Context: an optimization exercise on an open-source flow, tuned for small area and a short achievable clock period. The choices shown serve that exercise and are no tape-out recipe.
Power and IR drop assume default switching activity.

==> run F: inputs <==
## alu64_sync
module alu64_sync(
    input clk,
    input en,
    input MD,
    input [2:0] OP,
    input [63:0] R1,
    input [63:0] R2,
    output reg EQ,
    output reg GT,
    output reg LT,
    output reg OVR,
    output reg [63:0] Q
    );
	reg [63:0] D_r;
	reg [5:1] V_r;
	reg FILL_r, REV_r, ADD_r, SLT_r, SGT_r, LT_r, EQ_r, OVR_r;
	reg [15:1] BC_r;
	wire [63:0] D_w, S_w;
	wire [5:0] V_w;
	wire FILL_w, REV_w, ADD_w, SLT_w, SGT_w, LT_w, EQ_w, OVR_w;
	wire [15:1] BC_w;
	wire GT_1 = ~(LT_r | EQ_r);
	always @(posedge clk)
	begin
		D_r <= D_w;
		V_r <= V_w[5:1];
		FILL_r <= FILL_w;
		REV_r <= REV_w;
		ADD_r <= ADD_w;
		BC_r <= BC_w;
		SLT_r <= SLT_w;
		SGT_r <= SGT_w;
		LT_r <= LT_w;
		EQ_r <= EQ_w;
		OVR_r <= OVR_w;
		EQ <= EQ_r;
		GT <= GT_1;
		LT <= LT_r;
		OVR <= OVR_r;
		Q <= {S_w[63:1], S_w[0] | (SLT_r & LT_r) | (SGT_r & GT_1)};
	end
	alu64 u_front (
		.en(en), .MD(MD), .OP(OP), .R1(R1), .R2(R2),
  ...
Settings: LEC_CHECK=0, ABC_AREA=1, CAP_MARGIN=20, CORE_MARGIN=2, CORE_UTILIZATION=50, CTS_BUF_LIST=sky130_fd_sc_hd__clkbuf_4 sky130_fd_sc_hd__clkbuf_8, SETUP_SLACK_MARGIN=1.7, SLEW_MARGIN=20; clock period 4.0 ns.
standard.sh (not shown) runs the stock make flow with config.mk's settings and CLKGATE_MAP_FILE= SYNTH_SCRIPT=/design/flow/synth_recipe.tcl, a recipe that flattens the netlist after the stock synthesis.
==> flow/flow/run.sh <==
#!/bin/bash
# Standard ORFS layout (the standard.sh), with the port buffers made from the
# smallest buffer cell instead of the one buffer_ports picks by default.
set -euo pipefail
bash standard.sh BUFFER_PORTS_ARGS="-buffer_cell sky130_fd_sc_hd__buf_1" finish > standard.log 2>&1
==> run R: changes against run F <==
- CORE_UTILIZATION: 50 -> 55
==> qor summary <==
quantity	run F	run R
Area of all placed cells without fillers	0.0181 mm²	0.0180 mm²
Worst setup path category	primary input to flop	flop to flop
Time the final worst path needs with I/O delays and setup	2310 ps	2390 ps
Power of the clock network	1.30 mW	1.12 mW
Area growth from synthesis to final layout	17.2%	16.6%
Run status	finished clean	finished clean
Critical register-to-register path endpoint	Q[23]	Q[2]
Internal power summed over all cells	3.23 mW	3.07 mW
CP Launch Point	R1[14]	V_r[1]
Nonclk buf count	269	273
Total buffers and inverters traversed by the critical path	2	1
Switching power	2.47 mW	2.46 mW
VDD IR max	227 µV	222 µV
Endpoint arrival time on the critical path	2660 ps	2760 ps
Multi-input gate area	0.0113 mm²	0.0113 mm²
Sequential share of cell area	0.178	0.179
Drt pass-1 iters	8	7
Maximum clock frequency	432 MHz	419 MHz
Clock group share of total power	0.229	0.203
Function was not checked in any run of this note: the RTL went through the layout flow alone.

---

==> inputs of build 63 <==
Another version of the RTL of alu64_sync (not shown whole).
clock: 4.0 ns
lec_check: 0
abc_area: 1
cap_margin: 20
core_margin: 2
core_utilization: 55
cts_buf_list: sky130_fd_sc_hd__clkbuf_4 sky130_fd_sc_hd__clkbuf_8
setup_slack_margin: 1.75
slew_margin: 20
Scripts as last shown in full above: flow/flow/run.sh
==> build 22: changes against build 63 <==
--- a/flow/design.v
+++ b/flow/design.v
@@ -875,18 +875,17 @@
     assign bc[13] = BG3_12;
     assign bc[14] = BG3_13;
     assign bc[15] = BG3_14;
     assign bc[16] = BG3_15;
     wire [63:0] s0 = p ^ cl;
     assign OVR = bc[16];
-    wire [63:0] x = a ^ b;
-    wire [63:0] lg;    
-    wire [63:0] le;    
-    assign lg[62:0] = ~a[62:0] & x[62:0];
-    assign lg[63] = x[63] & (a[63] ^ MD);
-    assign le = ~x;
+    wire [63:0] lg;
+    wire [63:0] le;
+    assign lg[62:0] = ~a[62:0] & p[62:0];
+    assign lg[63] = a[63] & p[63];
+    assign le = ~p;
     wire CL0_0 = lg[1] | (le[1] & lg[0]);
     wire CE0_0 = le[1] & le[0];
     wire CL0_1 = lg[3] | (le[3] & lg[2]);
     wire CE0_1 = le[3] & le[2];
     wire CL0_2 = lg[5] | (le[5] & lg[4]);
     wire CE0_2 = le[5] & le[4];
@@ -1007,14 +1006,17 @@
     wire CL4_0 = CL3_1 | (CE3_1 & CL3_0);
     wire CE4_0 = CE3_1 & CE3_0;
     wire CL4_1 = CL3_3 | (CE3_3 & CL3_2);
     wire CE4_1 = CE3_3 & CE3_2;
     wire CL5_0 = CL4_1 | (CE4_1 & CL4_0);
     wire CE5_0 = CE4_1 & CE4_0;
-    assign LT = CL5_0;
-    assign EQ = CE5_0;
+    wire lt0 = CL5_0;
+    wire eq0 = CE5_0;
+    wire eq1 = &p;
+    assign LT = MD ? ~OVR : lt0;
+    assign EQ = MD ? eq1 : eq0;
     wire s_add = en & (OP == 3'b000);
     wire s_shl = en & (OP == 3'b001);
     wire s_shr = en & (OP == 3'b101);
     wire op_x = en & (OP == 3'b100);
     wire op_o = en & (OP == 3'b110);
     wire op_a = en & (OP == 3'b111);
- CORE_UTILIZATION: 55 -> 40
- SETUP_SLACK_MARGIN: 1.75 -> 1.5
==> trial 80: changes against build 63 <==
- SETUP_SLACK_MARGIN: 1.75 -> 1.7
==> summary of the runs <==
- Build 22 finished with timing, DRC and antenna clean. Build 63 went through all stages and came out clean. Trial 80 passed the timing, DRC and antenna checks.
- Setup slack: build 22 < build 63 < trial 80.
- Sequential share of layout area: build 63 is lower than trial 80 (0.35 points).
- The lowest via count belongs to build 22, the highest to build 63.
- Hold slack: build 22 < build 63 < trial 80.
- Core utilization, lowest first: build 22, trial 80, build 63.
- Combinational power, highest first: build 63, trial 80, build 22.
No run of this note included a check of the RTL's function; only the layout flow was run.

---

==> inputs of trial 53 <==
Another version of the RTL of alu64_sync (not shown whole).
// alu64_sync
module alu64_sync(
    input clk,
    input en,
    input MD,
    input [2:0] OP,
    input [63:0] R1,
    input [63:0] R2,
    output reg EQ,
    output reg GT,
    output reg LT,
    output reg OVR,
    output reg [63:0] Q
    );
	reg en_r, MD_r;
	reg [2:0] OP_r;
	reg [63:0] R1_r, H_r;
	wire EQ_w, GT_w, LT_w, OVR_w;
	wire [63:0] Q_w;
	always @(posedge clk)
	begin
		en_r <= en;
		MD_r <= MD;
		OP_r <= OP;
		R1_r <= R1;
		H_r <= {R1[63:6] ^ R2[63:6] ^ {58{MD}}, R2[5:0]};
		EQ <= EQ_w;
		GT <= GT_w;
		LT <= LT_w;
		OVR <= OVR_w;
		Q <= Q_w;
	end
	alu64 u_alu (
		.en(en_r),
		.MD(MD_r),
		.OP(OP_r),
		.a(R1_r),
		.h(H_r),
		.EQ(EQ_w),
		.GT(GT_w),
		.LT(LT_w),
		.OVR(OVR_w),
		.Q(Q_w));
endmodule
Settings: LEC_CHECK=0, ABC_AREA=1, CAP_MARGIN=20, CORE_MARGIN=2, CORE_UTILIZATION=40, SETUP_SLACK_MARGIN=1.5, SLEW_MARGIN=20; clock period 4.0 ns.
Scripts as last shown in full above: flow/flow/run.sh
==> build 68: changes against trial 53 <==
==> flow/flow/run.sh (replaced) <==
#!/bin/bash
# Layout flow: the standard.sh throughout, with two changes.
#  1. Synthesis runs with a copy of the ORFS scripts whose ABC area script is
#     replaced by flow/abc_area.script (area-oriented mapping with amap);
#     everything else in synthesis (synth_recipe.tcl, synth.tcl) is unchanged.
#  2. The port buffers use the smallest buffer cell (buf_1).
set -euo pipefail
rm -rf scripts_mod
cp -r "$FLOW_HOME/scripts" scripts_mod
cp flow/abc_area.script scripts_mod/abc_area.script
bash standard.sh SCRIPTS_DIR="$PWD/scripts_mod" ABC_AREA=1 synth > synth.log 2>&1
bash standard.sh BUFFER_PORTS_ARGS="-buffer_cell sky130_fd_sc_hd__buf_1" finish > standard.log 2>&1
==> flow/flow/abc_area.script (new file) <==
strash
dch
amap
topo
==> trial 83: changes against trial 53 <==
==> flow/flow/run.sh (replaced) <==
#!/bin/bash
# Layout flow: the standard.sh throughout, with two changes.
#  1. Synthesis runs with a copy of the ORFS scripts whose ABC area script is
#     replaced by flow/abc_area.script (area-oriented mapping with amap);
#     everything else in synthesis (synth_recipe.tcl, synth.tcl) is unchanged.
#  2. The port buffers use the smallest buffer cell (buf_1).
set -euo pipefail
rm -rf scripts_mod
cp -r "$FLOW_HOME/scripts" scripts_mod
cp flow/abc_area.script scripts_mod/abc_area.script
bash standard.sh SCRIPTS_DIR="$PWD/scripts_mod" ABC_AREA=1 synth > synth.log 2>&1
bash standard.sh BUFFER_PORTS_ARGS="-buffer_cell sky130_fd_sc_hd__buf_1" finish > standard.log 2>&1
==> flow/flow/abc_area.script (new file) <==
strash
dch
amap
topo
SETUP_SLACK_MARGIN = 1.0   (was 1.5)
==> build 5: changes against trial 53 <==
SETUP_SLACK_MARGIN = 1.0   (was 1.5)
==> results.cfg <==
[floorplan]
fp-row-count = 75

[cells_and_area]
finalNonFillerCells = 3543

[synth]
seq_area_frac_synth_pct = 23.6

[outcome]
status = finished clean

[setup_path]
crit_path_max_fanout = 6
(the above is from build 5)
==> results.cfg <==
[outcome]
status = finished clean

[cells_and_area]
finalNonFillerCells = 2814

[floorplan]
fp-row-count = 68

[setup_path]
crit_path_max_fanout = 5

[synth]
seq_area_frac_synth_pct = 29.0
(the above is from trial 83)
==> results.cfg <==
[outcome]
status = finished clean

[setup_path]
crit_path_max_fanout = 9

[cells_and_area]
finalNonFillerCells = 3578

[floorplan]
fp-row-count = 75
(the above is from trial 53)
==> results.cfg <==
[outcome]
status = finished clean

[synth]
synth_area_leaders = dfxtp_1 (29%), o22ai_1 (9.0%), o22a_1 (9.0%), nor2_1 (8.2%), a21oi_1 (7.9%)

[global_routing]
grt_first_pass_wirelength_mm = 98.7

[floorplan]
fp-row-count = 68

[clock_tree]
post_cts.repair.setup_buffers = 36
clock_latency_ps = 540

[cells_and_area]
finalNonFillerCells = 2900
(the above is from build 68)
Function was not checked in any run of this note: the RTL went through the layout flow alone.

## afterwards: timing with drivers on the ports
The results above use ideal ports. As a check the final layouts listed here were re-extracted and re-timed, cells and wires unchanged. Step 1, drivers: a clkbuf_16 drives clk and a buf_2 each remaining input, both assumed. Step 2 moves the port delays by t, midway between the first and last clock arrival at a register: inputs arrive t later, outputs are due t later. That takes back most of the time a late clock gives input paths. a / b / c = no drivers / after step 1 / after step 2; a / b = the first two.
run	t, ns	slack for setup (ns)	latest minus earliest clock arrival (ns)	worst register clock-pin slew, ns	pins driven straight from the clock port
run F	0.518	1.687 / 1.625 / 1.107	0.023 / 0.023	0.11 / 0.11	1
run R	0.520	1.612 / 1.605 / 1.086	0.029 / 0.029	0.11 / 0.11	1
build 63	0.516	1.693 / 1.693 / 1.245	0.036 / 0.036	0.12 / 0.12	1
build 22	0.551	1.524 / 1.548 / 0.997	0.033 / 0.033	0.11 / 0.11	1
trial 80	0.518	1.746 / 1.747 / 1.233	0.023 / 0.023	0.11 / 0.11	1
trial 53	0.640	1.381 / 1.381 / 1.381	0.022 / 0.022	0.08 / 0.08	1
build 68	0.585	0.280 / 0.280 / 0.280	0.015 / 0.015	0.07 / 0.07	1
trial 83	0.591	0.252 / 0.252 / 0.252	0.018 / 0.018	0.07 / 0.07	1
build 5	0.637	1.037 / 1.037 / 1.037	0.016 / 0.017	0.07 / 0.07	1
After both steps setup and hold are still met in every run listed. For run F, which loses most, drivers alone change the setup slack by -0.062 ns; drivers and shift together by -0.580 ns.
